This design comes from an exercise in tuning for a short achievable clock period and few clock cycles on the open sky130 flow, not from production work.
Function was checked by simulation only, so behaviour that the tests miss may differ from the original.
Power is estimated from default activity; no workload was simulated.

## design.v

```verilog
`timescale 1ns / 1ps
module rv32i_core (
    input logic clk,
    rst,
    output logic [31:0] imem_addr,
    input logic [31:0] imem_rdata,
    output logic [31:0] dmem_addr,
    input logic [31:0] dmem_rdata,
    output logic [31:0] dmem_wdata,
    output logic [3:0] dmem_wmask
);
    function automatic logic [32:0] padd(input logic [31:0] a, input logic [31:0] b, input logic cin);
        logic [31:0] g, p, G, P, Gn, Pn;
        logic [32:0] r;
        g = a & b;
        p = a ^ b;
        G = g;
        P = p;
        G[0] = g[0] | (p[0] & cin);
        for (int d = 1; d < 32; d = d * 2) begin
            Gn = G;
            Pn = P;
            for (int i = d; i < 32; i++) begin
                Gn[i] = G[i] | (P[i] & G[i-d]);
                Pn[i] = P[i] & P[i-d];
            end
            G = Gn;
            P = Pn;
        end
        r[0] = p[0] ^ cin;
        for (int i = 1; i < 32; i++) r[i] = p[i] ^ G[i-1];
        r[32] = G[31];
        padd = r;
    endfunction
    localparam int NBTB = 4;
    logic [31:0] pc;
    logic [31:0] pc_o;           
    logic [31:0] a_o;            
    logic [NBTB-1:0] bv;
    logic [29:0]     btag [NBTB];
    logic [29:0]     btgt [NBTB];
    logic [1:0]      bptr;
    logic            bi_v;       
    logic [29:0]     bi_tag, bi_tgt;
    logic        xv;             
    logic [31:0] x_pc, x_pc4, x_imm;
    logic [31:0] x_a, x_b;       
    logic [31:0] x_bimm;         
    logic        x_fwdb;         
    logic        x_fwd1, x_fwd2; 
    logic        x_lu;           
    logic [4:0]  x_rdw;          
    logic        x_load, x_store, x_branch, x_jal, x_jalr, x_pred, x_back;
    logic        x_useimm, x_inv, x_sra;
    logic [2:0]  x_f3;
    logic        x_r_add, x_r_slt, x_r_sltu, x_r_xor, x_r_or, x_r_and;
    logic        x_r_sll, x_r_sr, x_r_imm, x_r_pcimm, x_r_pc4;
    logic        mv;
    logic [4:0]  m_rdw;
    logic        m_load;
    logic [2:0]  m_f3;
    logic [31:0] m_res;
    logic [31:0] m_wdata;
    logic [3:0]  m_wmask;
    logic [31:0] rf[1:31];
    logic [31:0] inst;
    assign inst = imem_rdata;
    assign imem_addr = pc_o;
    logic [4:0] opc;
    assign opc = inst[6:2];
    logic f_load, f_store, f_branch, f_jal, f_jalr, f_op, f_opimm, f_lui, f_auipc;
    assign f_load   = (opc == 5'b00000);
    assign f_store  = (opc == 5'b01000);
    assign f_branch = (opc == 5'b11000);
    assign f_jalr   = (opc == 5'b11001);
    assign f_jal    = (opc == 5'b11011);
    assign f_opimm  = (opc == 5'b00100);
    assign f_op     = (opc == 5'b01100);
    assign f_lui    = (opc == 5'b01101);
    assign f_auipc  = (opc == 5'b00101);
    logic [4:0] f_rs1, f_rs2, f_rd;
    assign f_rs1 = inst[19:15];
    assign f_rs2 = inst[24:20];
    assign f_rd  = inst[11:7];
    logic [2:0] f_f3;
    assign f_f3 = inst[14:12];
    logic [31:0] imm_i, imm_s, imm_b, imm_u, imm_j, f_imm;
    assign imm_i = {{21{inst[31]}}, inst[30:20]};
    assign imm_s = {{21{inst[31]}}, inst[30:25], inst[11:7]};
    assign imm_b = {{20{inst[31]}}, inst[7], inst[30:25], inst[11:8], 1'b0};
    assign imm_u = {inst[31:12], 12'b0};
    assign imm_j = {{12{inst[31]}}, inst[19:12], inst[20], inst[30:21], 1'b0};
    always_comb begin
        if (f_store) f_imm = imm_s;
        else if (f_branch) f_imm = imm_b;
        else if (f_lui | f_auipc) f_imm = imm_u;
        else if (f_jal) f_imm = imm_j;
        else f_imm = imm_i;
    end
    logic [NBTB-1:0] bhit;
    logic f_pred;
    logic [29:0] f_btgt;
    always_comb begin
        f_btgt = 30'd0;
        for (int k = 0; k < NBTB; k++) begin
            bhit[k] = bv[k] & (btag[k] == pc[31:2]);
            f_btgt = f_btgt | (btgt[k] & {30{bhit[k]}});
        end
        f_pred = |bhit;
    end
    logic [31:0] f_pc4;
    assign f_pc4 = pc + 32'd4;
    logic f_use1, f_use2;
    assign f_use1 = ~(f_lui | f_auipc | f_jal);
    assign f_use2 = f_op | f_store | f_branch;
    logic f_wr;
    assign f_wr = ~(f_store | f_branch);
    logic f_fwd1, f_fwd2, f_lu;
    logic x_wr_ok;
    assign x_wr_ok = xv & (x_rdw != 5'd0);
    assign f_fwd1 = x_wr_ok & ~x_load & (x_rdw == f_rs1);
    assign f_fwd2 = x_wr_ok & ~x_load & (x_rdw == f_rs2);
    assign f_lu   = x_wr_ok & x_load & ((f_use1 & (x_rdw == f_rs1)) | (f_use2 & (x_rdw == f_rs2)));
    logic f_inv;
    assign f_inv = (f_op & inst[30] & (f_f3 == 3'b000)) | f_branch
                 | ((f_op | f_opimm) & (f_f3[2:1] == 2'b01));
    logic [31:0] wb_v;
    logic [31:0] rd1, rd2, f_a, f_b;
    always_comb begin
        rd1 = 32'd0;
        rd2 = 32'd0;
        for (int i = 1; i < 32; i++) begin
            rd1 = rd1 | (rf[i] & {32{f_rs1 == 5'(i)}});
            rd2 = rd2 | (rf[i] & {32{f_rs2 == 5'(i)}});
        end
    end
    logic m_wr_ok;
    assign m_wr_ok = mv & (m_rdw != 5'd0);
    assign f_a = (m_wr_ok & (m_rdw == f_rs1)) ? wb_v : rd1;
    assign f_b = (m_wr_ok & (m_rdw == f_rs2)) ? wb_v : rd2;
    logic [31:0] opa, rs2v, opb, opbx;
    assign opa  = x_fwd1 ? m_res : x_a;
    assign rs2v = x_fwd2 ? m_res : x_b;
    assign opb  = x_useimm ? x_imm : rs2v;
    assign opbx = x_useimm ? x_bimm : (x_fwdb ? (m_res ^ {32{x_inv}}) : (x_b ^ {32{x_inv}}));
    logic [32:0] add_r;
    logic [31:0] sum;
    assign add_r = padd(opa, opbx, x_inv);
    assign sum = add_r[31:0];
    logic [31:0] sll_r, sr_r;
    assign sll_r = opa << opb[4:0];
    logic signed [32:0] sr_in, sr_out;
    assign sr_in  = {x_sra & opa[31], opa};
    assign sr_out = sr_in >>> opb[4:0];
    assign sr_r   = sr_out[31:0];
    logic [31:0] pc_imm;
    logic [32:0] pc_imm_r;
    assign pc_imm_r = padd(x_pc, x_imm, 1'b0);
    assign pc_imm = pc_imm_r[31:0];
    logic [31:0] x_res;
    assign x_res = ({32{x_r_add}}   & sum)
                 | ({32{x_r_slt}}   & {31'd0, lt_s})
                 | ({32{x_r_sltu}}  & {31'd0, lt_u})
                 | ({32{x_r_xor}}   & (opa ^ opb))
                 | ({32{x_r_or}}    & (opa | opb))
                 | ({32{x_r_and}}   & (opa & opb))
                 | ({32{x_r_sll}}   & sll_r)
                 | ({32{x_r_sr}}    & sr_r)
                 | ({32{x_r_imm}}   & x_imm)
                 | ({32{x_r_pcimm}} & pc_imm)
                 | ({32{x_r_pc4}}   & x_pc4);
    function automatic logic [2:0] cmp(input logic [31:0] a, input logic [31:0] b);
        logic lu;
        lu = (a < b);
        cmp = {a == b, lu, (a[31] ^ b[31]) ? a[31] : lu};
    endfunction
    function automatic logic br_cond(input logic [2:0] f3, input logic [2:0] c);
        case (f3)
            3'b000:  br_cond = c[2];
            3'b001:  br_cond = ~c[2];
            3'b100:  br_cond = c[0];
            3'b101:  br_cond = ~c[0];
            3'b110:  br_cond = c[1];
            3'b111:  br_cond = ~c[1];
            default: br_cond = 1'b0;
        endcase
    endfunction
    logic [2:0] c_ab, c_mb, c_am, c_mm, c_ai, c_mi, c_sel;
    assign c_ab = cmp(x_a, x_b);
    assign c_mb = cmp(m_res, x_b);
    assign c_am = cmp(x_a, m_res);
    assign c_mm = 3'b100;
    assign c_ai = cmp(x_a, x_imm);
    assign c_mi = cmp(m_res, x_imm);
    assign c_sel = x_useimm ? (x_fwd1 ? c_mi : c_ai)
                            : (x_fwd1 ? (x_fwd2 ? c_mm : c_mb) : (x_fwd2 ? c_am : c_ab));
    logic taken, lt_s, lt_u;
    assign lt_u = c_sel[1];
    assign lt_s = c_sel[0];
    logic t_ab, t_mb, t_am, t_mm;
    assign t_ab = br_cond(x_f3, c_ab);
    assign t_mb = br_cond(x_f3, c_mb);
    assign t_am = br_cond(x_f3, c_am);
    assign t_mm = br_cond(x_f3, c_mm);
    assign taken = x_fwd1 ? (x_fwd2 ? t_mm : t_mb) : (x_fwd2 ? t_am : t_ab);
    logic [32:0] jt_a, jt_m;
    assign jt_a = padd(x_a, x_imm, 1'b0);
    assign jt_m = padd(m_res, x_imm, 1'b0);
    logic x_go;           
    assign x_go = xv & ~x_lu;
    logic x_replay;       
    assign x_replay = xv & x_lu;
    logic x_redirect;
    always_comb begin
        x_redirect = 1'b0;
        if (x_jalr) begin
            x_redirect = 1'b1;
        end else if (x_jal) begin
            x_redirect = ~x_pred;
        end else if (x_branch) begin
            x_redirect = taken ^ x_pred;
        end else begin
            x_redirect = x_pred;
        end
        x_redirect = (x_redirect & x_go) | x_replay;
    end
    logic b_ins;
    assign b_ins = x_go & ~x_pred & (x_jal | (x_branch & x_back & taken));
    logic [3:0] st_mask;
    logic [31:0] st_data;
    always_comb begin
        case (x_f3[1:0])
            2'b00: begin
                st_mask = 4'b0001 << sum[1:0];
                st_data = {4{rs2v[7:0]}};
            end
            2'b01: begin
                st_mask = sum[1] ? 4'b1100 : 4'b0011;
                st_data = {2{rs2v[15:0]}};
            end
            default: begin
                st_mask = 4'b1111;
                st_data = rs2v;
            end
        endcase
    end
    assign dmem_addr  = a_o;
    assign dmem_wdata = m_wdata;
    assign dmem_wmask = m_wmask;
    logic [15:0] ld_h;
    logic [7:0]  ld_b;
    logic [31:0] ld_v;
    always_comb begin
        ld_h = m_res[1] ? dmem_rdata[31:16] : dmem_rdata[15:0];
        ld_b = m_res[0] ? ld_h[15:8] : ld_h[7:0];
        case (m_f3)
            3'b000:  ld_v = {{24{ld_b[7]}}, ld_b};
            3'b100:  ld_v = {24'd0, ld_b};
            3'b001:  ld_v = {{16{ld_h[15]}}, ld_h};
            3'b101:  ld_v = {16'd0, ld_h};
            default: ld_v = dmem_rdata;
        endcase
    end
    assign wb_v = m_load ? ld_v : m_res;
    logic [31:0] f_next, pc_other, pc_t1, pc_t0, pc_n;
    logic x_brgo;
    always_comb begin
        if (f_pred) f_next = {f_btgt, 2'b00};
        else f_next = f_pc4;
        if (x_replay) pc_other = x_pc;
        else if (x_go & x_jalr) pc_other = x_fwd1 ? {jt_m[31:1], 1'b0} : {jt_a[31:1], 1'b0};
        else if (x_go & ~x_branch & x_pred & ~x_jal) pc_other = x_pc4;
        else if (x_go & x_jal & ~x_pred) pc_other = pc_imm;
        else pc_other = f_next;
        pc_t1 = x_pred ? f_next : pc_imm;
        pc_t0 = x_pred ? x_pc4 : f_next;
    end
    assign x_brgo = x_go & x_branch;
    assign pc_n = x_brgo ? (taken ? pc_t1 : pc_t0) : pc_other;
    always_ff @(posedge clk or posedge rst) begin
        if (rst) begin
            for (int i = 1; i < 32; i++) rf[i] <= 32'd0;
        end else if (mv) begin
            for (int i = 1; i < 32; i++) if (m_rdw == 5'(i)) rf[i] <= wb_v;
        end
    end
    always_ff @(posedge clk or posedge rst) begin
        if (rst) begin
            pc <= 32'd0;
            xv <= 1'b0;
            mv <= 1'b0;
            bv <= '0;
            bptr <= 2'd0;
            bi_v <= 1'b0;
        end else begin
            pc <= pc_n;
            xv <= ~x_redirect;
            mv <= x_go;
            bi_v <= b_ins;
            if (bi_v) begin
                bv[bptr] <= 1'b1;
                bptr <= bptr + 2'd1;
            end
        end
    end
    always_ff @(posedge clk) begin
        bi_tag <= x_pc[31:2];
        bi_tgt <= pc_imm[31:2];
        if (bi_v) begin
            btag[bptr] <= bi_tag;
            btgt[bptr] <= bi_tgt;
        end
        x_lu <= f_lu;
        x_fwd1 <= f_fwd1;
        x_fwd2 <= f_fwd2;
        x_fwdb <= f_fwd2 & (f_op | f_branch);
        x_a <= f_a;
        x_b <= f_b;
        x_pc <= pc;
        x_pc4 <= f_pc4;
        x_imm <= f_imm;
        x_rdw <= f_wr ? f_rd : 5'd0;
        x_load <= f_load;
        x_store <= f_store;
        x_branch <= f_branch;
        x_jal <= f_jal;
        x_jalr <= f_jalr;
        x_pred <= f_pred;
        x_back <= inst[31];
        x_useimm <= ~(f_op | f_branch);
        x_inv <= f_inv;
        x_bimm <= f_imm ^ {32{f_inv}};
        x_sra <= inst[30];
        x_f3 <= f_f3;
        x_r_add <= ((f_op | f_opimm) & (f_f3 == 3'b000)) | f_load | f_store;
        x_r_slt <= (f_op | f_opimm) & (f_f3 == 3'b010);
        x_r_sltu <= (f_op | f_opimm) & (f_f3 == 3'b011);
        x_r_xor <= (f_op | f_opimm) & (f_f3 == 3'b100);
        x_r_or <= (f_op | f_opimm) & (f_f3 == 3'b110);
        x_r_and <= (f_op | f_opimm) & (f_f3 == 3'b111);
        x_r_sll <= (f_op | f_opimm) & (f_f3 == 3'b001);
        x_r_sr <= (f_op | f_opimm) & (f_f3 == 3'b101);
        x_r_imm <= f_lui;
        x_r_pcimm <= f_auipc;
        x_r_pc4 <= f_jal | f_jalr;
        if (rst) pc_o <= 32'd0;
        else pc_o <= pc_n;
        a_o <= sum;
        m_rdw <= x_rdw;
        m_load <= x_load;
        m_f3 <= x_f3;
        m_res <= x_res;
        m_wdata <= st_data;
        m_wmask <= (x_go & x_store) ? st_mask : 4'd0;
    end
endmodule
```

## flow/run.sh

```bash
#!/bin/bash
set -euo pipefail
MARGIN=$(cat flow/margin.txt)
sed -E "s/SETUP_SLACK_MARGIN=[0-9.]+/SETUP_SLACK_MARGIN=${MARGIN}/" standard.sh > standard_margin.sh
grep -q "SETUP_SLACK_MARGIN=${MARGIN}" standard_margin.sh
bash standard_margin.sh synth > log_synth.txt 2>&1
bash standard_margin.sh floorplan > log_floorplan.txt 2>&1
bash standard_margin.sh place > log_place.txt 2>&1
bash standard_margin.sh cts > log_cts.txt 2>&1
bash standard_margin.sh route > log_route.txt 2>&1
bash standard_margin.sh finish > log_finish.txt 2>&1
```

## flow/margin.txt

```
9
```

## standard.sh

```bash
#!/bin/bash
# synth_recipe.tcl (not shown) runs the flow's synth.tcl, then flattens the netlist and writes it again
# the make line also repeats each setting of config.mk as NAME=value (left out here)
make -C /OpenROAD-flow-scripts/flow DESIGN_CONFIG=/design/flow/config.mk WORK_HOME=/design/flow/orfs CLKGATE_MAP_FILE= SYNTH_SCRIPT=/design/flow/synth_recipe.tcl "${@:-finish}"
```

## config.mk

```make
export PLATFORM = sky130hd
export DESIGN_NAME = rv32i_core
export DESIGN_NICKNAME = rv32i_core
export VERILOG_FILES = /design/flow/design.v
export SDC_FILE = /design/flow/constraint.sdc
export NUM_CORES = 4
export LEC_CHECK = 0
export ABC_CLOCK_PERIOD_IN_PS = 3000
export CAP_MARGIN = 20
export CORE_MARGIN = 2
export CORE_UTILIZATION = 40
export PLACE_DENSITY = 0.6
export SETUP_SLACK_MARGIN = 5
export SLEW_MARGIN = 20
```

## constraint.sdc

```tcl
create_clock -name core_clock -period 13.0 [get_ports {clk}]
set_input_delay 2.6000 -clock core_clock [delete_from_list [all_inputs] [get_ports {clk}]]
set_output_delay 2.6000 -clock core_clock [all_outputs]
set_load 0.01 [all_outputs]
```

==> out/qor.txt, run 1 <==
====================================================================================================
Core area                                                                                0.220 sq mm
Max-slew headroom                                                                             0.0793
Crit path setup slack, layout                                                                8760 ps
VDD IR-drop max                                                                             0.153 mV
Final #Nets                                                                                    10405
IO Pins                                                                                          166
Site row count                                                                                   172
Sort of element at the end of the critical path                                             register
Async S/R FF share, synth                                                                      0.609
Max-slew violation total from the final report                                                     0
Overall via count from detail_route                                                            91835
Min-delay src                                                                           pc[0]$_DFF_PP0_
DR DRC count                                                                                       0
Launch instance of the worst register-to-register path                                  m_res[31]$_DFF_P_
Design Power                                                                                 20.7 mW
Static power due to leakage                                                                  47.1 nW
Via-per-instance ratio                                                                          6.98
Min Tclk post-route                                                                          4240 ps
HPWL reported at the end of detailed placement                                          303000 microns
Source-to-sink clock delay at the later pin of the worst-skew pair                            910 ps
Root buf cell                                                                           sky130_fd_sc_hd__clkbuf_16
Number of clock sinks seen by CTS                                                               1696
Slew at the pin closest to its max-slew limit                                                1380 ps
Final weighted congestion in routability-driven placement                                       1.06
Total wirelength of the detailed-routed design                                          512000 microns
Initial antenna violation count                                                                   48
Port Buffer Count                                                                                163
Setup-failing EPs final                                                                            0
Remaining antenna violation count after routing                                                    0
Share of final-layout standard cells stronger than drive strength 1                            0.200
Max-cap viol count                                                                                 0
Initial DRC Count                                                                              18107
Flip-flop count of the largest register, all copies and words added                              992
Starting density of the core                                                                   0.403
Remaining global-route overflow                                                                    0
Post-Synthesis Cells                                                                            9541
Post-synth cell types                                                                             98
Setup TNS                                                                                       0 ps
Biggest regs                                                                            rf (992), btag (120), btgt (120)
Summed instance area of the synthesized netlist                                         0.0886 sq mm
Die outline width                                                                        475 microns
Clock Tree Buf Depth                                                                               3
Yosys warns                                                                                        2
Largest net degree at the start of global routing                                                 94
Register with the most flip-flops                                                                 rf
Top achievable clock speed                                                                 0.236 GHz
Post-synthesis sequential area ratio                                                           0.469
Signal arrival time at the worst endpoint                                                    4980 ps
Class of the tightest hold or removal check                                             register to register
H-tree level count                                                                                 4
Chip Height                                                                              475 microns
Average detailed-routed wire length per instance                                        38.9 microns
Setup Slack @ Placement                                                                      6260 ps
Min Hold Slack                                                                                383 ps
Commonest cells after routing, fill and taps aside                                      sky130_fd_sc_hd__nand2_1, sky130_fd_sc_hd__o21ai_0, sky130_fd_sc_hd__dfrtp_1
Critical path peak fanout                                                                         14
Total power divided by cell area                                                         184 mW/mm^2
Number of enable flip-flop cells after synthesis                                                 240
Relative area change from synthesis to final layout                                            27.0%
Clock-pin slew reported for the worst setup and hold paths after clock tree synthesis          60 ps
Worst Setup Path Type                                                                   input port to register
Cts bufs inserted                                                                                186
Startpoint type of the worst setup path                                                   input port
Number of global-route vias before repair                                                      83466
Outcome                                                                                 finished clean
Final cycle utilization of the critical path                                                   0.326
Clock Skews                                                                                  81.4 ps
Area enclosed by the die boundary                                                        0.225 sq mm
Number of filler instances in the final layout                                                 19752
Syn nets                                                                                        9965
RSZ-0062 raised after global routing                                                            true
Required arrival time at the worst endpoint                                                 13740 ps
Final Hold Violating Endpoints                                                                     0
Total routing resource utilization after global routing                                        0.432
Wire length of the first global-routing pass                                            678000 microns
Avg Synthesized Cell Area                                                                 9.28 sq um
Number of storage elements in the synthesis netlist                                             1696
Drt pass-1 iters                                                                                  17
TritonCTS clock tree                                                                           built
Number of hold-repair buffers added at the cts stage                                               0
Most common cell after layout, fill and taps aside                                      sky130_fd_sc_hd__nand2_1
Dominant register cell in the synthesized netlist                                       sky130_fd_sc_hd__dfrtp_1
Beginning of the critical path                                                          imem_rdata[18]
====================================================================================================
## worst paths after layout
| check | cells after the start | slack [ps] | end |
|---|---|---|---|
| max | 13 | 8760 | x_a[13]$_DFF_P_ |
| min | 0 | 380 | x_pc4[0]$_DFF_P_ |
| max reg2reg | 18 | 8770 | pc_o[31]$_SDFF_PP0_ |
| min reg2reg | 0 | 380 | x_pc4[0]$_DFF_P_ |
| max in group asynchronous | 6 | 9110 | rf[27][1]$_DFFE_PP0P_ |
| min in group asynchronous | 3 | 2320 | pc[6]$_DFF_PP0_ |
## cell type report
class                           count  area, sq um  area share
Multi-Input combinational cell   6834        47800       0.425
Sequential cell                  1696        41700       0.371
Timing Repair Buffer              997        11800       0.105
Clock buffer                      280         5500      0.0489
Tap cell                         2958         3700      0.0329
Inverter                          266         1050     0.00931
Clock inverter                     66          773     0.00687
Antenna cell                       61          153     0.00136
## report_power, final
part | internal [mW] | switching (mW) | leakage, nW
clock | 3.07 | 2.44 | 3.07
sequential | 6.89 | 1.86 | 18.7
combinational | 2.28 | 4.17 | 25.3
total | 12.2 | 8.47 | 47.1
## synthesized netlist by cell type, types with 14 or more instances
cell | instances | area [sq um]
sky130_fd_sc_hd__buf_2 | 42 | 210
sky130_fd_sc_hd__o21bai_1 | 31 | 233
sky130_fd_sc_hd__xor2_1 | 56 | 490
sky130_fd_sc_hd__inv_1 | 261 | 980
sky130_fd_sc_hd__ha_1 | 353 | 4420
sky130_fd_sc_hd__nand3_1 | 227 | 1140
sky130_fd_sc_hd__edfxtp_1 | 240 | 7210
sky130_fd_sc_hd__nor3_1 | 134 | 671
sky130_fd_sc_hd__o211ai_1 | 90 | 676
sky130_fd_sc_hd__o31ai_1 | 28 | 210
sky130_fd_sc_hd__nor2_1 | 384 | 1440
sky130_fd_sc_hd__dfrtp_1 | 1033 | 25800
sky130_fd_sc_hd__mux2i_1 | 239 | 2390
sky130_fd_sc_hd__nor4_1 | 25 | 156
sky130_fd_sc_hd__a211oi_1 | 39 | 293
sky130_fd_sc_hd__a221oi_1 | 268 | 2350
sky130_fd_sc_hd__a31oi_1 | 37 | 231
sky130_fd_sc_hd__or3_1 | 25 | 156
sky130_fd_sc_hd__a222oi_1 | 113 | 1130
sky130_fd_sc_hd__nand2_1 | 1419 | 5330
sky130_fd_sc_hd__nand4_1 | 202 | 1260
sky130_fd_sc_hd__o21ai_0 | 1335 | 6680
sky130_fd_sc_hd__and2_1 | 38 | 238
sky130_fd_sc_hd__a22oi_1 | 430 | 3230
sky130_fd_sc_hd__xnor2_1 | 266 | 2330
sky130_fd_sc_hd__a21oi_1 | 296 | 1480
sky130_fd_sc_hd__clkbuf_1 | 646 | 2420
sky130_fd_sc_hd__nand2b_1 | 35 | 219
sky130_fd_sc_hd__buf_1 | 59 | 221
sky130_fd_sc_hd__mux2_2 | 26 | 293
sky130_fd_sc_hd__nor2b_1 | 31 | 194
sky130_fd_sc_hd__o21a_1 | 20 | 150
sky130_fd_sc_hd__o2111ai_1 | 14 | 123
sky130_fd_sc_hd__a221o_1 | 25 | 250
sky130_fd_sc_hd__a21o_1 | 97 | 728
sky130_fd_sc_hd__a22o_1 | 247 | 2160
sky130_fd_sc_hd__o22ai_1 | 24 | 150
sky130_fd_sc_hd__o221ai_1 | 18 | 158
sky130_fd_sc_hd__and3_1 | 39 | 244
sky130_fd_sc_hd__a211o_1 | 15 | 131
sky130_fd_sc_hd__dfxtp_1 | 423 | 8470
sky130_fd_sc_hd__or2_2 | 16 | 100
## through the flow
step	cells	area, sq um	utilization
after global placement	12180	94100	0.428
after global routing	13104	112000	0.511
after detailed placement	12183	94200	0.428
after CTS	12885	108000	0.492
final	13158	112000	0.511
after floorplan	9541	89000	-
## metal layers
metal | GRT usage | share of wire
met3 | 0.194 | 0.15
met2 | 0.599 | 0.39
met5 | 0.0167 | 0.0021
met4 | 0.384 | 0.12
met1 | 0.498 | 0.34
## repair_timing
| action | in CTS | in global routing |
|---|---|---|
| setup buffers | 299 | 183 |
| setup endpoints to repair | 2003 | 1001 |
| endpoints found under the hold margin | 0 | 0 |
| cloned | 57 | 21 |
| gates resized for setup | 1369 | 402 |
| pin swaps | 212 | 239 |
## worst max-delay path, cell delays in order
cell	delay, ps
sky130_fd_sc_hd__buf_6	100
sky130_fd_sc_hd__buf_12	140
sky130_fd_sc_hd__nand2b_4	140
sky130_fd_sc_hd__buf_12	130
sky130_fd_sc_hd__buf_6	100
sky130_fd_sc_hd__buf_12	90
sky130_fd_sc_hd__nor2_4	70
sky130_fd_sc_hd__buf_12	160
sky130_fd_sc_hd__bufbuf_16	330
sky130_fd_sc_hd__a22oi_1	280
sky130_fd_sc_hd__nand4_1	260
sky130_fd_sc_hd__nor3_4	390
sky130_fd_sc_hd__mux2i_1	130
## cells by family (layout without fill, tap and decap cells)
| kind of cell | after synthesis | in the layout | synth area share |
|---|---|---|---|
| AOI/OAI and AO/OA | 3236 | 3245 | 0.241 |
| xor gates and xnor gates | 322 | 322 | 0.0318 |
| other | 0 | 61 | 0 |
| buffers and inverters | 1020 | 1609 | 0.0443 |
| adders and majority gates | 358 | 358 | 0.0510 |
| and+or+nand+nor | 2641 | 2641 | 0.132 |
| DFF | 1696 | 1696 | 0.469 |
| muxes | 268 | 268 | 0.0309 |
Testbench counts, summed over its fixed seeds: cycles 205,746.
==> inputs of run 2 (changes only) <==
==> run.sh (new file) <==
#!/bin/bash
# synth_recipe.tcl (not shown) runs the flow's synth.tcl, then flattens the netlist and writes it again
# the make line also repeats each setting of config.mk as NAME=value (left out here)
make -C /OpenROAD-flow-scripts/flow DESIGN_CONFIG=/design/flow/config.mk WORK_HOME=/design/flow/orfs CLKGATE_MAP_FILE= SYNTH_SCRIPT=/design/flow/synth_recipe.tcl finish
--- a/config.mk
+++ b/config.mk
@@ -6,5 +6,4 @@
 export NUM_CORES = 4
 export LEC_CHECK = 0
-export ABC_CLOCK_PERIOD_IN_PS = 3000
 export CAP_MARGIN = 20
 export CORE_MARGIN = 2
removed: flow/run.sh
removed: flow/margin.txt
removed: standard.sh
==> run 2 against run 1 <==
  * The layout now fails its checks (max-capacitance violations, max-slew violations)
  * Via count shrank 7.9%
  * Sequential power shrank 1%
  * First-iteration DRC count shrank 10%
  * Clock power is essentially flat
  * Global-route usage shrank 4.2 points
  * Combinational power shrank 12%
  * Final cell count shrank 5.0%
  * Flip-flop and latch count is the same
  * Critical path type unchanged
  * Largest power group unchanged
  * Highest routed layer unchanged
==> out/qor.txt, run 2 <==
====================================================================================================
Outcome                                                                                 finished with violations   was finished clean
Violated Checks                                                                         max-capacitance violations, max-slew violations
Power share of the combinational group                                                         0.285   was 0.311
Largest stage delay, worst path                                                               930 ps   was 390 ps
Sort of element at the end of the critical path                                             register   unchanged
Number of filler instances in the final layout                                                 20985   was 19752
Largest net degree at the start of global routing                                                179   was 94
Source-to-sink clock delay at the later pin of the worst-skew pair                            900 ps   was 910 ps
Clock-pin slew reported for the worst setup and hold paths after clock tree synthesis          70 ps   was 60 ps
Syn nets                                                                                        9965   unchanged
Startpoint type of the worst setup path                                                   input port   unchanged
Share of final-layout standard cells stronger than drive strength 1                           0.0815   was 0.200
Initial DRC Count                                                                              16239   was 18107
Cell internal power dissipation                                                              12.0 mW   was 12.2 mW
Utilization after layout                                                                       0.456   was 0.511
Post CTS Setup Buffer Count                                                                        0   was 299
Post-synth top area cell                                                                sky130_fd_sc_hd__dfrtp_1   unchanged
Sw Pwr                                                                                       7.87 mW   was 8.47 mW
Worst Setup Path Type                                                                   input port to register   unchanged
Slew at the pin closest to its max-slew limit                                                1510 ps   was 1380 ps
Async S/R FF share, synth                                                                      0.609   unchanged
List of most frequent post-synthesis cells                                              sky130_fd_sc_hd__nand2_1, sky130_fd_sc_hd__o21ai_0, sky130_fd_sc_hd__dfrtp_1   unchanged
Worst path slowest cell                                                                 sky130_fd_sc_hd__nor3_1   was sky130_fd_sc_hd__nor3_4
Site row count                                                                                   172   unchanged
VDD IR-drop max                                                                             0.133 mV   was 0.153 mV
Required arrival time at the worst endpoint                                                 13620 ps   was 13740 ps
Clock Tree Buf Depth                                                                               3   unchanged
Total wirelength of the detailed-routed design                                          451000 microns   was 512000 microns
Setup TNS                                                                                       0 ps   unchanged
TritonCTS clock tree                                                                           built   unchanged
IO Pins                                                                                          166   unchanged
Starting density of the core                                                                   0.403   unchanged
Yosys warns                                                                                        2   unchanged
Number of global-route vias before repair                                                      78658   was 83466
Relative area change from synthesis to final layout                                            13.3%   was 27.0%
Flip-flop count of the largest register, all copies and words added                              992   unchanged
DR DRC count                                                                                       0   unchanged
Summed instance area of the synthesized netlist                                         0.0886 sq mm   unchanged
# resized after CTS                                                                                0   was 1369
Post-Synthesis Cells                                                                            9541   unchanged
Total routing resource utilization after global routing                                        0.390   was 0.432
RSZ-0062 raised after global routing                                                           false   was true
Port Buffer Count                                                                                163   unchanged
Final #Nets                                                                                     9805   was 10405
Post-synth cell types                                                                             98   unchanged
Setup-failing EPs final                                                                            0   unchanged
Switching portion of total power                                                               0.397   was 0.409
Commonest cells after routing, fill and taps aside                                      sky130_fd_sc_hd__nand2_1, sky130_fd_sc_hd__o21ai_0, sky130_fd_sc_hd__dfrtp_1   unchanged
Wire length of the first global-routing pass                                            620000 microns   was 678000 microns
Avg Synthesized Cell Area                                                                 9.28 sq um   unchanged
Reg-to-reg slack, setup                                                                      6500 ps   was 8770 ps
H-tree level count                                                                                 4   unchanged
Max-slew headroom                                                                            -0.0105   was 0.0793
Static power due to leakage                                                                  41.7 nW   was 47.1 nW
Total power divided by cell area                                                         198 mW/mm^2   was 184 mW/mm^2
Remaining antenna violation count after routing                                                    0   unchanged
Min Tclk post-route                                                                          6570 ps   was 4240 ps
Dominant register cell in the synthesized netlist                                       sky130_fd_sc_hd__dfrtp_1   unchanged
Core area                                                                                0.220 sq mm   unchanged
Area enclosed by the die boundary                                                        0.225 sq mm   unchanged
Signal arrival time at the worst endpoint                                                    7190 ps   was 4980 ps
Clock Skews                                                                                  75.7 ps   was 81.4 ps
Sequential cell fraction of total power                                                        0.436   was 0.422
Max-cap viol count                                                                                 1   was 0
Top achievable clock speed                                                                 0.152 GHz   was 0.236 GHz
Post-synthesis sequential area ratio                                                           0.469   unchanged
Post-synth top area share                                                                      0.292   unchanged
Cts bufs inserted                                                                                181   was 186
Register with the most flip-flops                                                                 rf   unchanged
Root buf cell                                                                           sky130_fd_sc_hd__clkbuf_16   unchanged
Drt pass-1 iters                                                                                  14   was 17
Max-slew violation total from the final report                                                     3   was 0
Die outline width                                                                        475 microns   unchanged
Number of enable flip-flop cells after synthesis                                                 240   unchanged
HPWL reported at the end of detailed placement                                          292000 microns   was 303000 microns
Remaining global-route overflow                                                                    0   unchanged
Most used standard cell by instance count after synthesis                               sky130_fd_sc_hd__nand2_1   unchanged
Overall via count from detail_route                                                            84573   was 91835
Clock Power Share                                                                              0.279   was 0.266
Placement-stage cell area                                                               0.0939 sq mm   was 0.0942 sq mm
Number of storage elements in the synthesis netlist                                             1696   unchanged
Final weighted congestion in routability-driven placement                                       1.12   was 1.06
Critical path peak fanout                                                                         19   was 14
Biggest regs                                                                            rf (992), btag (120), btgt (120)   unchanged
Initial antenna violation count                                                                   38   was 48
Top cells by area, synth                                                                sky130_fd_sc_hd__dfrtp_1, sky130_fd_sc_hd__dfxtp_1, sky130_fd_sc_hd__edfxtp_1, sky130_fd_sc_hd__o21ai_0, sky130_fd_sc_hd__nand2_1   unchanged
Class of the tightest hold or removal check                                             register to register   unchanged
Chip Height                                                                              475 microns   unchanged
Cell breakdown of the critical path                                                     clkdlybuf4s50_1 > nand2b_1 > nor2_4 > buf_4 > a22o_1 > a221oi_1 > nand4_1 > nor3_1 > mux2i_1   was buf_6 > buf_12 > nand2b_4 > buf_12 > buf_6 > buf_12 > nor2_4 > buf_12 > bufbuf_16 > a22oi_1 > nand4_1 > nor3_4 > mux2i_1
Number of clock sinks seen by CTS                                                               1696   unchanged
Non-Filler Cell Area, Final                                                              0.100 sq mm   was 0.112 sq mm
Via-per-instance ratio                                                                          6.76   was 6.98
Average detailed-routed wire length per instance                                        36.1 microns   was 38.9 microns
Final Hold Violating Endpoints                                                                     0   unchanged
Final cycle utilization of the critical path                                                   0.505   was 0.326
Most common cell after layout, fill and taps aside                                      sky130_fd_sc_hd__nand2_1   unchanged
Number of hold-repair buffers added at the cts stage                                               0   unchanged
====================================================================================================
## run 2: cell families (layout without fill, tap and decap cells)
logic type                 after synthesis  after routing  synth area share
AOI/OAI and AO/OA                     3236           3236             0.241
and+or+nand+nor                       2641           2641             0.132
DFF                                   1696           1696             0.469
buffers and inverters                 1020           1010            0.0443
adders and majority gates              358            358            0.0510
xor gates and xnor gates               322            322            0.0318
muxes                                  268            268            0.0309
other                                    0             16                 0
## run 2: power groups by stage
stage / Combinational [mW] / Sequential [mW] / Clock [mW]
finish: 5.66 / 8.65 / 5.53
global route: 6.00 / 8.71 / 5.74
CTS: 5.41 / 8.53 / 5.54
detailed placement: 5.39 / 8.61 / 0
global placement: 5.28 / 8.57 / 0
floorplan: 3.35 / 7.80 / 0
## run 2: metrics by stage
stage / cells / total power [mW] / hold slack, ps / setup slack [ps]
5_1_grt: 12494 / 20.4 / 391 / 6500
4_1_cts: 12485 / 19.5 / 374 / 6780
3_5_place_dp: 12152 / 14.0 / 360 / 6070
3_3_place_gp: 12150 / 13.9 / 352 / 6130
2_1_floorplan: 9541 / 11.2 / 329 / 6590
6_report: 12505 / 19.8 / 374 / 6430
## run 2: final cells by class
cell class | count | area [sq um] | area share
Multi-Input combinational cell | 6825 | 44200 | 0.441
Sequential cell | 1696 | 41500 | 0.414
Clock buffer | 248 | 5180 | 0.0516
Tap cell | 2958 | 3700 | 0.0369
Timing Repair Buffer | 411 | 3570 | 0.0356
Clock inverter | 85 | 1100 | 0.0110
Inverter | 266 | 1010 | 0.0100
Antenna cell | 16 | 40.0 | 0.000399
## run 2: worst paths after layout
check | start | endpoint | cells past startpoint
min in group asynchronous | rst | bv[0]$_DFFE_PP0P_ | 3
setup reg to reg | m_res[30]$_DFF_P_ | pc_o[29]$_SDFF_PP0_ | 15
max in group asynchronous | rst | rf[19][12]$_DFFE_PP0P_ | 6
hold reg to reg | pc[0]$_DFF_PP0_ | x_pc4[0]$_DFF_P_ | 0
hold / removal | pc[0]$_DFF_PP0_ | x_pc4[0]$_DFF_P_ | 0
setup / recovery | imem_rdata[18] | x_a[0]$_DFF_P_ | 9
## run 2: critical path: cells and delay by family
| family | cells | cell delay (ps) |
|---|---|---|
| simple gates | 4 | 2300 |
| mux | 1 | 500 |
| buf+inv | 2 | 1210 |
| compound gates | 2 | 530 |
## run 2: routing by layer
layer	vias to the layer above	GRT usage	wire, microns
met2	7022	0.559	184000
met1	40560	0.471	159000
met4	36	0.310	46300
li1	34755	-	-
met3	2200	0.139	61800
met5	-	0.00130	529
==> inputs of run 3 (changes only) <==
--- a/design.v
+++ b/design.v
@@ -33,5 +33,5 @@
         padd = r;
     endfunction
-    localparam int NBTB = 4;
+    localparam int NBTB = 8;
     logic [31:0] pc;
     logic [31:0] pc_o;           
@@ -40,6 +40,9 @@
     logic [29:0]     btag [NBTB];
     logic [29:0]     btgt [NBTB];
-    logic [1:0]      bptr;
+    logic [2:0]      bptr;
     logic            bi_v;       
+    logic            bd_v;       
+    logic [NBTB-1:0] bd_sel;
+    logic [NBTB-1:0] x_bhit;     
     logic [29:0]     bi_tag, bi_tgt;
     logic        xv;             
@@ -171,7 +174,16 @@
                  | ({32{x_r_pc4}}   & x_pc4);
     function automatic logic [2:0] cmp(input logic [31:0] a, input logic [31:0] b);
+        logic [31:0] l, e;
         logic lu;
-        lu = (a < b);
-        cmp = {a == b, lu, (a[31] ^ b[31]) ? a[31] : lu};
+        l = ~a & b;
+        e = ~(a ^ b);
+        for (int w = 1; w < 32; w = w * 2) begin
+            for (int k = 0; k < 32; k = k + 2 * w) begin
+                l[k] = l[k+w] | (e[k+w] & l[k]);
+                e[k] = e[k+w] & e[k];
+            end
+        end
+        lu = l[0];
+        cmp = {e[0], lu, (a[31] ^ b[31]) ? a[31] : lu};
     endfunction
     function automatic logic br_cond(input logic [2:0] f3, input logic [2:0] c);
@@ -225,6 +237,7 @@
         x_redirect = (x_redirect & x_go) | x_replay;
     end
-    logic b_ins;
-    assign b_ins = x_go & ~x_pred & (x_jal | (x_branch & x_back & taken));
+    logic b_ins, b_del;
+    assign b_ins = x_go & ~x_pred & (x_jal | (x_branch & taken));
+    assign b_del = x_go & x_pred & x_branch & ~x_back & ~taken;
     logic [3:0] st_mask;
     logic [31:0] st_data;
@@ -291,6 +304,7 @@
             mv <= 1'b0;
             bv <= '0;
-            bptr <= 2'd0;
+            bptr <= 3'd0;
             bi_v <= 1'b0;
+            bd_v <= 1'b0;
         end else begin
             pc <= pc_n;
@@ -298,7 +312,9 @@
             mv <= x_go;
             bi_v <= b_ins;
+            bd_v <= b_del;
+            if (bd_v) bv <= bv & ~bd_sel;
             if (bi_v) begin
                 bv[bptr] <= 1'b1;
-                bptr <= bptr + 2'd1;
+                bptr <= bptr + 3'd1;
             end
         end
@@ -306,4 +322,6 @@
     always_ff @(posedge clk) begin
         bi_tag <= x_pc[31:2];
+        bd_sel <= x_bhit;
+        x_bhit <= bhit;
         bi_tgt <= pc_imm[31:2];
         if (bi_v) begin
--- a/config.mk
+++ b/config.mk
@@ -6,8 +6,8 @@
 export NUM_CORES = 4
 export LEC_CHECK = 0
-export CAP_MARGIN = 20
+export CAP_MARGIN = 30
 export CORE_MARGIN = 2
 export CORE_UTILIZATION = 40
 export PLACE_DENSITY = 0.6
 export SETUP_SLACK_MARGIN = 5
-export SLEW_MARGIN = 20
+export SLEW_MARGIN = 30
==> run 3 against run 2 <==
  * Now clean on timing, DRC and antenna
  * Sequential share of layout area grew 2.1 points
  * Largest power group unchanged
  * Flip-flop and latch count increased by 262
  * Global-route usage decreased by 1.4 points
  * Highest routed layer unchanged
  * Clock power grew 17%
  * Sequential power is 15% higher
==> out/qor.txt, run 3 <==
====================================================================================================
Outcome                                                                                 finished clean   was finished with violations
Initial antenna violation count                                                                   42   was 38
Port Buffer Count                                                                                163   unchanged
TritonCTS clock tree                                                                           built   unchanged
Critical path peak fanout                                                                         22   was 19
Total routing resource utilization after global routing                                        0.376   was 0.390
CP delay by family, top                                                                 simple AND/OR/NAND/NOR gates   unchanged
VDD IR-drop max                                                                             0.136 mV   was 0.133 mV
IO Pins                                                                                          166   unchanged
Non-Filler Cell Area, Final                                                              0.113 sq mm   was 0.100 sq mm
Starting density of the core                                                                   0.402   was 0.403
Remaining antenna violation count after routing                                                    0   unchanged
Wire length of the first global-routing pass                                            667000 microns   was 620000 microns
Post-synth cell types                                                                             99   was 98
Clock Skews                                                                                  99.2 ps   was 75.7 ps
Total wirelength of the detailed-routed design                                          485000 microns   was 451000 microns
Yosys warns                                                                                        2   unchanged
Register with the most flip-flops                                                                 rf   unchanged
Number of enable flip-flop cells after synthesis                                                 480   was 240
Avg Synthesized Cell Area                                                                 9.79 sq um   was 9.28 sq um
Max-slew headroom                                                                              0.161   was -0.0105
H-tree level count                                                                                 4   unchanged
Root buf cell                                                                           sky130_fd_sc_hd__clkbuf_16   unchanged
Worst path slowest cell                                                                 sky130_fd_sc_hd__clkdlybuf4s50_1   was sky130_fd_sc_hd__nor3_1
Relative area change from synthesis to final layout                                            14.2%   was 13.3%
Largest stage delay, worst path                                                              1050 ps   was 930 ps
RSZ-0062 raised after global routing                                                           false   unchanged
Initial DRC Count                                                                              15583   was 16239
Cts bufs inserted                                                                                209   was 181
Post CTS Setup Buffer Count                                                                        0   unchanged
Top cells by area, synth                                                                sky130_fd_sc_hd__dfrtp_1, sky130_fd_sc_hd__edfxtp_1, sky130_fd_sc_hd__dfxtp_1, sky130_fd_sc_hd__o21ai_0, sky130_fd_sc_hd__nand2_1   was sky130_fd_sc_hd__dfrtp_1, sky130_fd_sc_hd__dfxtp_1, sky130_fd_sc_hd__edfxtp_1, sky130_fd_sc_hd__o21ai_0, sky130_fd_sc_hd__nand2_1
Max-cap viol count                                                                                 0   was 1
Signal arrival time at the worst endpoint                                                    7100 ps   was 7190 ps
List of most frequent post-synthesis cells                                              sky130_fd_sc_hd__nand2_1, sky130_fd_sc_hd__o21ai_0, sky130_fd_sc_hd__dfrtp_1   unchanged
Core area                                                                                0.246 sq mm   was 0.220 sq mm
Via-per-instance ratio                                                                          6.65   was 6.76
Share of final-layout standard cells stronger than drive strength 1                           0.0922   was 0.0815
Reg-to-reg slack, setup                                                                      6690 ps   was 6500 ps
Min Tclk post-route                                                                          6420 ps   was 6570 ps
Total power divided by cell area                                                         201 mW/mm^2   was 198 mW/mm^2
Most used standard cell by instance count after synthesis                               sky130_fd_sc_hd__nand2_1   unchanged
Summed instance area of the synthesized netlist                                         0.0990 sq mm   was 0.0886 sq mm
Setup TNS                                                                                       0 ps   unchanged
Drt pass-1 iters                                                                                  10   was 14
Setup-failing EPs final                                                                            0   unchanged
Site row count                                                                                   182   was 172
Top achievable clock speed                                                                 0.156 GHz   was 0.152 GHz
Remaining global-route overflow                                                                    0   unchanged
Slew at the pin closest to its max-slew limit                                                1250 ps   was 1510 ps
# resized after CTS                                                                                0   unchanged
Post-Synthesis Cells                                                                           10120   was 9541
Overall via count from detail_route                                                            89877   was 84573
Number of storage elements in the synthesis netlist                                             1958   was 1696
Class of the tightest hold or removal check                                             register to register   unchanged
Dominant register cell in the synthesized netlist                                       sky130_fd_sc_hd__dfrtp_1   unchanged
HPWL reported at the end of detailed placement                                          312000 microns   was 292000 microns
DR DRC count                                                                                       0   unchanged
Commonest cells after routing, fill and taps aside                                      sky130_fd_sc_hd__nand2_1, sky130_fd_sc_hd__o21ai_0, sky130_fd_sc_hd__dfrtp_1   unchanged
Number of hold-repair buffers added at the cts stage                                               0   unchanged
Flip-flop count of the largest register, all copies and words added                              992   unchanged
Post-synth top area cell                                                                sky130_fd_sc_hd__dfrtp_1   unchanged
Worst Setup Path Type                                                                   input port to register   unchanged
Static power due to leakage                                                                  45.8 nW   was 41.7 nW
Average detailed-routed wire length per instance                                        35.9 microns   was 36.1 microns
Largest net degree at the start of global routing                                                183   was 179
Placement-stage cell area                                                                0.105 sq mm   was 0.0939 sq mm
Final cycle utilization of the critical path                                                   0.494   was 0.505
Area enclosed by the die boundary                                                        0.252 sq mm   was 0.225 sq mm
Number of clock sinks seen by CTS                                                               1958   was 1696
Final #Nets                                                                                    10424   was 9805
Biggest regs                                                                            rf (992), btag (240), btgt (240)   was rf (992), btag (120), btgt (120)
Most common cell after layout, fill and taps aside                                      sky130_fd_sc_hd__nand2_1   unchanged
Final Hold Violating Endpoints                                                                     0   unchanged
Post-synth top area share                                                                      0.262   was 0.292
Startpoint type of the worst setup path                                                   input port   unchanged
Clock Tree Buf Depth                                                                               3   unchanged
Number of global-route vias before repair                                                      84055   was 78658
Source-to-sink clock delay at the later pin of the worst-skew pair                            930 ps   was 900 ps
Required arrival time at the worst endpoint                                                 13690 ps   was 13620 ps
Sort of element at the end of the critical path                                             register   unchanged
Max-slew violation total from the final report                                                     0   was 3
Clock-pin slew reported for the worst setup and hold paths after clock tree synthesis          70 ps   about the same
Die outline width                                                                        502 microns   was 475 microns
Final weighted congestion in routability-driven placement                                       1.01   was 1.12
Async S/R FF share, synth                                                                      0.531   was 0.609
Syn nets                                                                                       10541   was 9965
Post-synthesis sequential area ratio                                                           0.497   was 0.469
Buffers & Inverters on Critical Path                                                               2   unchanged
Chip Height                                                                              502 microns   was 475 microns
Cell breakdown of the critical path                                                     clkdlybuf4s50_1 > nand2b_1 > nor2_4 > buf_4 > a22o_1 > a221oi_1 > nand4_1 > nor3_1 > mux2i_1   unchanged
====================================================================================================
==> run 3: changes by cell type after synthesis, sizes merged, moves of 45 or more <==
cell,delta
nand2,+62
edfxtp,+240
xnor2,+127
o21ai,-91
a22oi,+45
nand4,+45
==> run 3: worst paths after layout <==
check,start,end,cells after the start
worst max-delay path,imem_rdata[19],x_a[14]$_DFF_P_,9
worst min register to register,pc[0]$_DFF_PP0_,x_pc4[0]$_DFF_P_,0
min in group asynchronous,rst,pc[1]$_DFF_PP0_,3
worst max register to register,x_imm[1]$_DFF_P_,pc_o[30]$_SDFF_PP0_,13
max in group asynchronous,rst,rf[28][17]$_DFFE_PP0P_,7
worst min-delay path,pc[0]$_DFF_PP0_,x_pc4[0]$_DFF_P_,0
==> run 3: cell families after synthesis <==
logic type	after synthesis	synth area share
AO/OA/AOI/OAI	3248	0.219
XOR/XNOR	449	0.0398
adder cells (fa/ha/maj)	355	0.0452
buffers and inverters	1029	0.0410
flip-flops	1958	0.497
multiplexers	308	0.0320
AND/OR/NAND/NOR	2773	0.126
==> run 3: layout make-up <==
cell class	instances	area, sq um
Multi-Input combinational cell	7133	47200
Clock buffer	286	6000
Tap cell	3312	4140
Sequential cell	1958	49200
Inverter	255	966
Timing Repair Buffer	446	4060
Fill cell	23049	133000
Antenna cell	14	35.0
Clock inverter	110	1520
==> run 3: where the power goes <==
part	internal (mW)	switching (mW)	leakage, nW	total, mW
Combinational	2.21	4.17	21.1	6.38
Clock	3.68	2.78	3.62	6.46
Sequential	7.93	2.01	21.1	9.94
Total	13.8	8.96	45.8	22.8
==> run 3: through the flow <==
| stage | total power, mW | util | setup slack [ps] | cells | hold WS [ps] |
|---|---|---|---|---|---|
| 2_1_floorplan | 12.6 | - | 6810 | 10120 | 310 |
| 3_3_place_gp | 16.0 | 0.426 | 6030 | 13091 | 311 |
| 3_5_place_dp | 16.1 | 0.427 | 6020 | 13096 | 312 |
| 4_1_cts | 22.5 | 0.458 | 6920 | 13492 | 321 |
| 5_1_grt | 23.5 | 0.459 | 6730 | 13501 | 332 |
| 6_report | 22.8 | 0.459 | 6580 | 13514 | 322 |
==> run 3: routing by layer <==
metal	routed length, microns	track usage	vias to the layer above
met2	201000	0.546	6962
met4	39200	0.240	32
met3	62000	0.124	1992
met1	182000	0.478	43753
li1	-	-	37138
met5	216	0.000386	-
Testbench counts of run 3, summed over its fixed seeds: cycles 200,637.
==> inputs of run 4 (changes only) <==
==> flow/run.sh (new file) <==
#!/bin/bash
set -euo pipefail
MARGIN=$(cat flow/margin.txt)
sed -E "s/SETUP_SLACK_MARGIN=[0-9.]+/SETUP_SLACK_MARGIN=${MARGIN}/" standard.sh > standard_margin.sh
grep -q "SETUP_SLACK_MARGIN=${MARGIN}" standard_margin.sh
bash standard_margin.sh synth > log_synth.txt 2>&1
bash standard_margin.sh floorplan > log_floorplan.txt 2>&1
bash standard_margin.sh place > log_place.txt 2>&1
bash standard_margin.sh cts > log_cts.txt 2>&1
bash standard_margin.sh route > log_route.txt 2>&1
bash standard_margin.sh finish > log_finish.txt 2>&1
==> flow/margin.txt (new file) <==
9
==> standard.sh (new file) <==
#!/bin/bash
# synth_recipe.tcl (not shown) runs the flow's synth.tcl, then flattens the netlist and writes it again
# the make line also repeats each setting of config.mk as NAME=value (left out here)
make -C /OpenROAD-flow-scripts/flow DESIGN_CONFIG=/design/flow/config.mk WORK_HOME=/design/flow/orfs CLKGATE_MAP_FILE= SYNTH_SCRIPT=/design/flow/synth_recipe.tcl "${@:-finish}"
removed: run.sh
==> run 4 against run 3 <==
  * Non-clock buffer count rose by 636
  * Register-to-register slack better by 2100 ps
  * Clock-buffer cell count shrank 10
  * First-iteration DRC count increased by 13%
  * Synthesized area is the same
  * Still clean on timing, DRC and antenna
  * Die area unchanged
  * Critical path type is now register to register
  * Synthesized cell count unchanged
  * Clock power is 1% lower
==> out/qor.txt, run 4 <==
====================================================================================================
Max-slew violation total from the final report                                                     0   unchanged
Site row count                                                                                   182   unchanged
Relative area change from synthesis to final layout                                            26.8%   was 14.2%
Number of global-route vias before repair                                                      87121   was 84055
Slew at the pin closest to its max-slew limit                                                1030 ps   was 1250 ps
Most used standard cell by instance count after synthesis                               sky130_fd_sc_hd__nand2_1   unchanged
Setup-failing EPs final                                                                            0   unchanged
Path depth of the worst reg2reg path                                                              22   was 13
Clock Tree Buf Depth                                                                               3   unchanged
Core area                                                                                0.246 sq mm   unchanged
List of most frequent post-synthesis cells                                              sky130_fd_sc_hd__nand2_1, sky130_fd_sc_hd__o21ai_0, sky130_fd_sc_hd__dfrtp_1   unchanged
Class of the tightest hold or removal check                                             register to register   unchanged
Final #Nets                                                                                    11061   was 10424
Post-Synthesis Cells                                                                           10120   unchanged
DR DRC count                                                                                       0   unchanged
Number of clock sinks seen by CTS                                                               1958   unchanged
Share of final-layout standard cells stronger than drive strength 1                            0.211   was 0.0922
Min Hold Slack                                                                                328 ps   was 322 ps
Final Hold Violating Endpoints                                                                     0   unchanged
Remaining antenna violation count after routing                                                    0   unchanged
Post-synthesis sequential area ratio                                                           0.497   unchanged
Design Power                                                                                 23.8 mW   was 22.8 mW
Top cells by area, synth                                                                sky130_fd_sc_hd__dfrtp_1, sky130_fd_sc_hd__edfxtp_1, sky130_fd_sc_hd__dfxtp_1, sky130_fd_sc_hd__o21ai_0, sky130_fd_sc_hd__nand2_1   unchanged
Final weighted congestion in routability-driven placement                                       1.01   about the same
Critical path peak fanout                                                                          4   was 22
Max-slew headroom                                                                              0.313   was 0.161
Cts bufs inserted                                                                                206   was 209
Launch instance of the worst register-to-register path                                  x_fwd1$_DFF_P_   was x_imm[1]$_DFF_P_
Static power due to leakage                                                                  51.4 nW   was 45.8 nW
Min-delay src                                                                           x_bhit[1]$_DFF_P_   was pc[0]$_DFF_PP0_
Chip Height                                                                              502 microns   unchanged
Source-to-sink clock delay at the later pin of the worst-skew pair                            940 ps   was 930 ps
Yosys warns                                                                                        2   unchanged
Post-synth top area cell                                                                sky130_fd_sc_hd__dfrtp_1   unchanged
Average detailed-routed wire length per instance                                        37.7 microns   was 35.9 microns
IO Pins                                                                                          166   unchanged
Placed Cells                                                                                   13098   was 13096
Most common cell after layout, fill and taps aside                                      sky130_fd_sc_hd__nand2_1   unchanged
Number of storage elements in the synthesis netlist                                             1958   unchanged
Post-synth cell types                                                                             99   unchanged
Reg-to-reg slack, setup                                                                      8780 ps   was 6690 ps
End of the worst register-to-register path                                              m_res[30]$_DFF_P_   was pc_o[30]$_SDFF_PP0_
Number of stages on the worst hold path                                                            0   unchanged
Initial DRC Count                                                                              17535   was 15583
Die outline width                                                                        502 microns   unchanged
Area enclosed by the die boundary                                                        0.252 sq mm   unchanged
Async S/R FF share, synth                                                                      0.531   unchanged
Total power divided by cell area                                                         190 mW/mm^2   was 201 mW/mm^2
Count of non-filler cells in the finished layout                                               14184   was 13514
Min-Delay Endpoint                                                                      bd_sel[1]$_DFF_P_   was x_pc4[0]$_DFF_P_
Total routing resource utilization after global routing                                        0.402   was 0.376
Final cycle utilization of the critical path                                                   0.325   was 0.494
Total wirelength of the detailed-routed design                                          535000 microns   was 485000 microns
Top achievable clock speed                                                                 0.237 GHz   was 0.156 GHz
Root buf cell                                                                           sky130_fd_sc_hd__clkbuf_16   unchanged
Remaining global-route overflow                                                                    0   unchanged
Worst Setup Path Type                                                                   register to register   was input port to register
Dominant register cell in the synthesized netlist                                       sky130_fd_sc_hd__dfrtp_1   unchanged
Number of hold-repair buffers added at the cts stage                                               0   unchanged
Overall via count from detail_route                                                            96746   was 89877
Drt pass-1 iters                                                                                  13   was 10
Starting density of the core                                                                   0.402   unchanged
Summed instance area of the synthesized netlist                                         0.0990 sq mm   unchanged
Setup TNS                                                                                       0 ps   unchanged
Number of filler instances in the final layout                                                 21660   was 23049
Sort of element at the end of the critical path                                             register   unchanged
H-tree level count                                                                                 4   unchanged
Max-cap viol count                                                                                 0   unchanged
Required arrival time at the worst endpoint                                                 13750 ps   was 13690 ps
Post-synth top area share                                                                      0.262   unchanged
Wire length of the first global-routing pass                                            708000 microns   was 667000 microns
HPWL reported at the end of detailed placement                                          314000 microns   was 312000 microns
Startpoint type of the worst setup path                                                     register   was input port
Biggest regs                                                                            rf (992), btag (240), btgt (240)   unchanged
RSZ-0062 raised after global routing                                                            true   was false
Via-per-instance ratio                                                                          6.82   was 6.65
TritonCTS clock tree                                                                           built   unchanged
Signal arrival time at the worst endpoint                                                    4970 ps   was 7100 ps
Number of enable flip-flop cells after synthesis                                                 480   unchanged
Avg Synthesized Cell Area                                                                 9.79 sq um   unchanged
Initial antenna violation count                                                                   58   was 42
Utilization after layout                                                                       0.510   was 0.459
Syn nets                                                                                       10541   unchanged
VDD IR-drop max                                                                             0.132 mV   was 0.136 mV
Min Tclk post-route                                                                          4220 ps   was 6420 ps
Outcome                                                                                 finished clean   unchanged
Commonest cells after routing, fill and taps aside                                      sky130_fd_sc_hd__nand2_1, sky130_fd_sc_hd__o21ai_0, sky130_fd_sc_hd__dfrtp_1   unchanged
Largest net degree at the start of global routing                                                144   was 183
Flip-flop count of the largest register, all copies and words added                              992   unchanged
Clock Skews                                                                                  96.7 ps   was 99.2 ps
Port Buffer Count                                                                                163   unchanged
Register with the most flip-flops                                                                 rf   unchanged
Clock-pin slew reported for the worst setup and hold paths after clock tree synthesis          70 ps   about the same
====================================================================================================
==> run 4: cell types whose count changed in the layout (fill, tap and decap cells not counted), moves of 93 or more <==
cell | before | now
sky130_fd_sc_hd__a221oi_1 | 297 | 174
sky130_fd_sc_hd__a221oi_2 | 0 | 117
sky130_fd_sc_hd__buf_12 | 6 | 155
sky130_fd_sc_hd__buf_4 | 248 | 539
sky130_fd_sc_hd__buf_6 | 19 | 126
sky130_fd_sc_hd__clkdlybuf4s50_1 | 162 | 43
sky130_fd_sc_hd__dfxtp_1 | 433 | 340
==> run 4: timing repair <==
action | CTS | global route
pin swaps | 216 | 283
resized for setup | 1382 | 503
gates cloned | 47 | 26
setup buffers | 299 | 272
setup endpoints to repair | 1748 | 1105
==> run 4: how the worst max path moves through the flow <==
stage,start,end,cells past startpoint
after floorplan,rst,bd_v$_DFF_PP0_,2
after global placement,imem_rdata[23],x_b[28]$_DFF_P_,9
after detailed placement,imem_rdata[23],x_b[28]$_DFF_P_,9
after CTS,x_fwd1$_DFF_P_,m_res[31]$_DFF_P_,19
after global routing,x_fwd1$_DFF_P_,m_res[30]$_DFF_P_,21
final,x_fwd1$_DFF_P_,m_res[30]$_DFF_P_,22
==> run 4: where the power goes <==
group / internal (mW) / switching (mW) / leakage [nW]
Clock: 3.66 / 2.73 / 3.57
Combinational: 2.75 / 4.59 / 26.7
Sequential: 7.97 / 2.15 / 21.1
==> run 4: cells by family (layout without fill, tap and decap cells) <==
logic type / count (synthesis) / in the layout / synth area share
and+or+nand+nor: 2773 / 2774 / 0.126
AOI/OAI and AO/OA: 3248 / 3249 / 0.219
other: 0 / 51 / 0
buffers and inverters: 1029 / 1727 / 0.0410
adders and majority gates: 355 / 355 / 0.0452
DFF: 1958 / 1958 / 0.497
muxes: 308 / 309 / 0.0320
xor gates and xnor gates: 449 / 449 / 0.0398
==> run 4: metal layers <==
metal	track usage	vias to the layer above	wire, microns
li1	-	38574	-
met4	0.298	52	53700
met5	0.0170	-	1320
met1	0.497	46542	189000
met2	0.566	8716	214000
met3	0.155	2862	76800
==> run 4: stage by stage <==
stage	worst slack, ps	instance area, sq um
6_report	8780	126000
4_1_cts	8760	120000
5_1_grt	8670	126000
2_1_floorplan	6940	99100
3_5_place_dp	6090	105000
3_3_place_gp	6090	105000
==> run 4: worst max-delay path, stage by stage (launching register included) <==
cell	delay, ps
sky130_fd_sc_hd__dfxtp_4	350
sky130_fd_sc_hd__buf_12	130
sky130_fd_sc_hd__buf_12	130
sky130_fd_sc_hd__buf_6	110
sky130_fd_sc_hd__nand2_2	50
sky130_fd_sc_hd__a21boi_4	200
sky130_fd_sc_hd__fa_2	260
sky130_fd_sc_hd__inv_2	50
sky130_fd_sc_hd__fa_2	390
sky130_fd_sc_hd__a21o_1	200
sky130_fd_sc_hd__a21oi_2	160
sky130_fd_sc_hd__o21bai_2	120
sky130_fd_sc_hd__a2111oi_4	310
sky130_fd_sc_hd__buf_4	200
sky130_fd_sc_hd__o31ai_4	80
sky130_fd_sc_hd__buf_6	150
sky130_fd_sc_hd__o41ai_4	220
sky130_fd_sc_hd__buf_6	190
sky130_fd_sc_hd__o31ai_4	80
sky130_fd_sc_hd__a31oi_4	280
sky130_fd_sc_hd__nor4b_2	80
sky130_fd_sc_hd__a41oi_2	230
sky130_fd_sc_hd__nand3_1	110
==> run 4: layout make-up <==
cell class / count / area (sq um) / share of cell area
antenna: 51 / 128 / 0.00102
clock buffer: 276 / 5760 / 0.0458
clock inverter: 113 / 1570 / 0.0125
inverter: 255 / 1030 / 0.00821
multi-input combinational: 7136 / 50900 / 0.406
sequential: 1958 / 49500 / 0.394
tap: 3312 / 4140 / 0.0330
timing repair buffer: 1082 / 12500 / 0.0997
timing repair inverter: 1 / 8.76 / 0.0000697
==> inputs of run 5 (changes only) <==
--- a/config.mk
+++ b/config.mk
@@ -6,8 +6,9 @@
 export NUM_CORES = 4
 export LEC_CHECK = 0
-export CAP_MARGIN = 30
+export ABC_CLOCK_PERIOD_IN_PS = 3000
+export CAP_MARGIN = 20
 export CORE_MARGIN = 2
 export CORE_UTILIZATION = 40
 export PLACE_DENSITY = 0.6
 export SETUP_SLACK_MARGIN = 5
-export SLEW_MARGIN = 30
+export SLEW_MARGIN = 20
==> run 5 against run 4 <==
  * First-iteration DRC count down 1.5%
  * Routed wire length up 0.45%
  * Sequential power about the same
  * Largest power group unchanged
  * Largest cell class unchanged
  * Flip-flop and latch count unchanged
  * Combinational power down 0.8%
==> out/qor.txt, run 5 <==
====================================================================================================
Avg Synthesized Cell Area                                                                 9.79 sq um   unchanged
DR DRC count                                                                                       0   unchanged
RSZ-0062 raised after global routing                                                            true   unchanged
Outcome                                                                                 finished clean   unchanged
End of the worst register-to-register path                                              m_res[30]$_DFF_P_   unchanged
Top achievable clock speed                                                                 0.235 GHz   was 0.237 GHz
Remaining global-route overflow                                                                    0   unchanged
Most used standard cell by instance count after synthesis                               sky130_fd_sc_hd__nand2_1   unchanged
Register with the most flip-flops                                                                 rf   unchanged
VDD IR-drop max                                                                             0.146 mV   was 0.132 mV
Source-to-sink clock delay at the later pin of the worst-skew pair                            940 ps   about the same
Final #Nets                                                                                    11004   was 11061
Clock-pin slew reported for the worst setup and hold paths after clock tree synthesis          70 ps   about the same
Number of enable flip-flop cells after synthesis                                                 480   unchanged
Buffers & Inverters on Critical Path                                                               4   was 7
Placed Cells                                                                                   13097   was 13098
Signal arrival time at the worst endpoint                                                    5070 ps   was 4970 ps
Startpoint type of the worst setup path                                                     register   unchanged
Largest net degree at the start of global routing                                                144   unchanged
TritonCTS clock tree                                                                           built   unchanged
Number of stages on the worst hold path                                                            0   unchanged
Required arrival time at the worst endpoint                                                 13810 ps   was 13750 ps
IO Pins                                                                                          166   unchanged
Site row count                                                                                   182   unchanged
Utilization after layout                                                                       0.509   was 0.510
Beginning of the critical path                                                          x_fwdb$_DFF_P_   was x_fwd1$_DFF_P_
Design Power                                                                                 23.8 mW   about the same
Remaining antenna violation count after routing                                                    0   unchanged
Count of non-filler cells in the finished layout                                               14131   was 14184
Dominant register cell in the synthesized netlist                                       sky130_fd_sc_hd__dfrtp_1   unchanged
Die outline width                                                                        502 microns   unchanged
Setup TNS                                                                                       0 ps   unchanged
Post-Synthesis Cells                                                                           10120   unchanged
Biggest regs                                                                            rf (992), btag (240), btgt (240)   unchanged
====================================================================================================
run 5: cell counts after synthesis:
No cell type changed its count.
run 5: cell type report:
type | instances | area, sq um | share of cell area
Antenna cell | 55 | 138 | 0.00110
Multi-Input combinational cell | 7141 | 50900 | 0.406
Timing Repair inverter | 1 | 8.76 | 0.0000699
Clock inverter | 97 | 1300 | 0.0104
Timing Repair Buffer | 1019 | 12200 | 0.0970
Sequential cell | 1958 | 49500 | 0.395
Clock buffer | 293 | 6090 | 0.0486
Inverter | 255 | 1040 | 0.00829
Tap cell | 3312 | 4140 | 0.0331
run 5: report_power, final:
part / total [mW] / internal (mW) / switching [mW] / leakage, nW
clock network: 6.41 / 3.64 / 2.77 / 3.61
logic: 7.28 / 2.72 / 4.56 / 26.6
registers: 10.2 / 7.97 / 2.19 / 21.1
total: 23.8 / 14.3 / 9.52 / 51.3
run 5: worst register-to-register path, cell delays in order, from the launching register on:
cell and delay [ps]:
sky130_fd_sc_hd__dfxtp_4 360, sky130_fd_sc_hd__mux2i_1 220, sky130_fd_sc_hd__xnor2_1 130, sky130_fd_sc_hd__nor2_1 70, sky130_fd_sc_hd__a21oi_2 150, sky130_fd_sc_hd__fa_2 250, sky130_fd_sc_hd__inv_2 50, sky130_fd_sc_hd__fa_2 340
sky130_fd_sc_hd__a21o_1 170, sky130_fd_sc_hd__a21oi_2 180, sky130_fd_sc_hd__o21bai_2 140, sky130_fd_sc_hd__a2111oi_4 360, sky130_fd_sc_hd__buf_4 190, sky130_fd_sc_hd__o31ai_4 60, sky130_fd_sc_hd__buf_6 140, sky130_fd_sc_hd__o41ai_4 340
sky130_fd_sc_hd__buf_6 190, sky130_fd_sc_hd__o31ai_4 100, sky130_fd_sc_hd__a31oi_4 260, sky130_fd_sc_hd__nor4b_2 90, sky130_fd_sc_hd__a41oi_2 240, sky130_fd_sc_hd__nand3_1 130
run 5: logic make-up (layout without fill, tap and decap cells):
family | count (synthesis) | count (layout) | synth area share
AOI/OAI and AO/OA | 3248 | 3251 | 0.219
adders and majority gates | 355 | 355 | 0.0452
DFF | 1958 | 1958 | 0.497
buffers and inverters | 1029 | 1665 | 0.0410
xor gates and xnor gates | 449 | 449 | 0.0398
other | 0 | 55 | 0
and+or+nand+nor | 2773 | 2777 | 0.126
muxes | 308 | 309 | 0.0320
run 5: metal layers:
layer / vias up / wire [microns] / GRT usage / part of all wire
met2: 8638 / 214000 / 0.564 / 0.40
met3: 2923 / 76800 / 0.162 / 0.14
met1: 46740 / 191000 / 0.494 / 0.36
li1: 38437 / - / - / -
met4: 59 / 54600 / 0.302 / 0.10
met5: - / 1470 / 0.0205 / 0.0027
run 5: metrics by stage:
stage | instance area, sq um | worst slack [ps]
2_1_floorplan | 99100 | 6940
3_3_place_gp | 105000 | 6090
6_report | 125000 | 8740
5_1_grt | 125000 | 8610
4_1_cts | 120000 | 8830
3_5_place_dp | 105000 | 6060
run 5: repair_timing:
item                                     CTS  global route
setup buffers                            287           209
gates cloned                              54            36
endpoints found under the hold margin      0             0
resized for setup                       1411           533
pin swaps                                178           284
endpoints found under the setup margin  1749          1082
run 5: how the worst max path moves through the flow:
stage	to	slack, ps	cells past startpoint
after global routing	m_res[30]$_DFF_P_	8610	21
after detailed placement	x_b[28]$_DFF_P_	6060	9
after CTS	m_res[30]$_DFF_P_	8830	19
final	m_res[30]$_DFF_P_	8740	21
after global placement	x_b[28]$_DFF_P_	6090	9
after floorplan	bd_v$_DFF_PP0_	6940	2

-- afterwards: timing with drivers on the ports --
The flow's constraints put no driver on any port. The routed layouts listed below were extracted and timed again, unchanged, in two steps. Step 1: set_driving_cell puts a clkbuf_16 on clk and a buf_2 on each other input, an assumption about the parent block. Step 2 moves the port delays by t, midway between the first and last clock arrival at a register: inputs arrive t later, outputs are due t later. That takes back most of the time a late clock gives input paths. Three values: ideal ports, drivers, drivers and shift; two values: the first two.
run	shift t [ns]	setup slack, ns	hold WS [ns]	pins driven straight from the clock port
run 1	0.982	8.760 / 8.714 / 7.732	0.383 / 0.383 / 0.383	1
run 2	0.956	6.432 / 6.500 / 5.545	0.374 / 0.374 / 0.374	1
run 3	0.984	6.583 / 6.652 / 5.669	0.322 / 0.322 / 0.322	1
run 4	0.994	8.778 / 8.692 / 7.698	0.328 / 0.328 / 0.328	1
run 5	0.995	8.737 / 8.712 / 7.717	0.326 / 0.326 / 0.326	1
The setup slack of run 4, which loses most, moves by -0.086 ns with the drivers and by -1.080 ns with both steps.
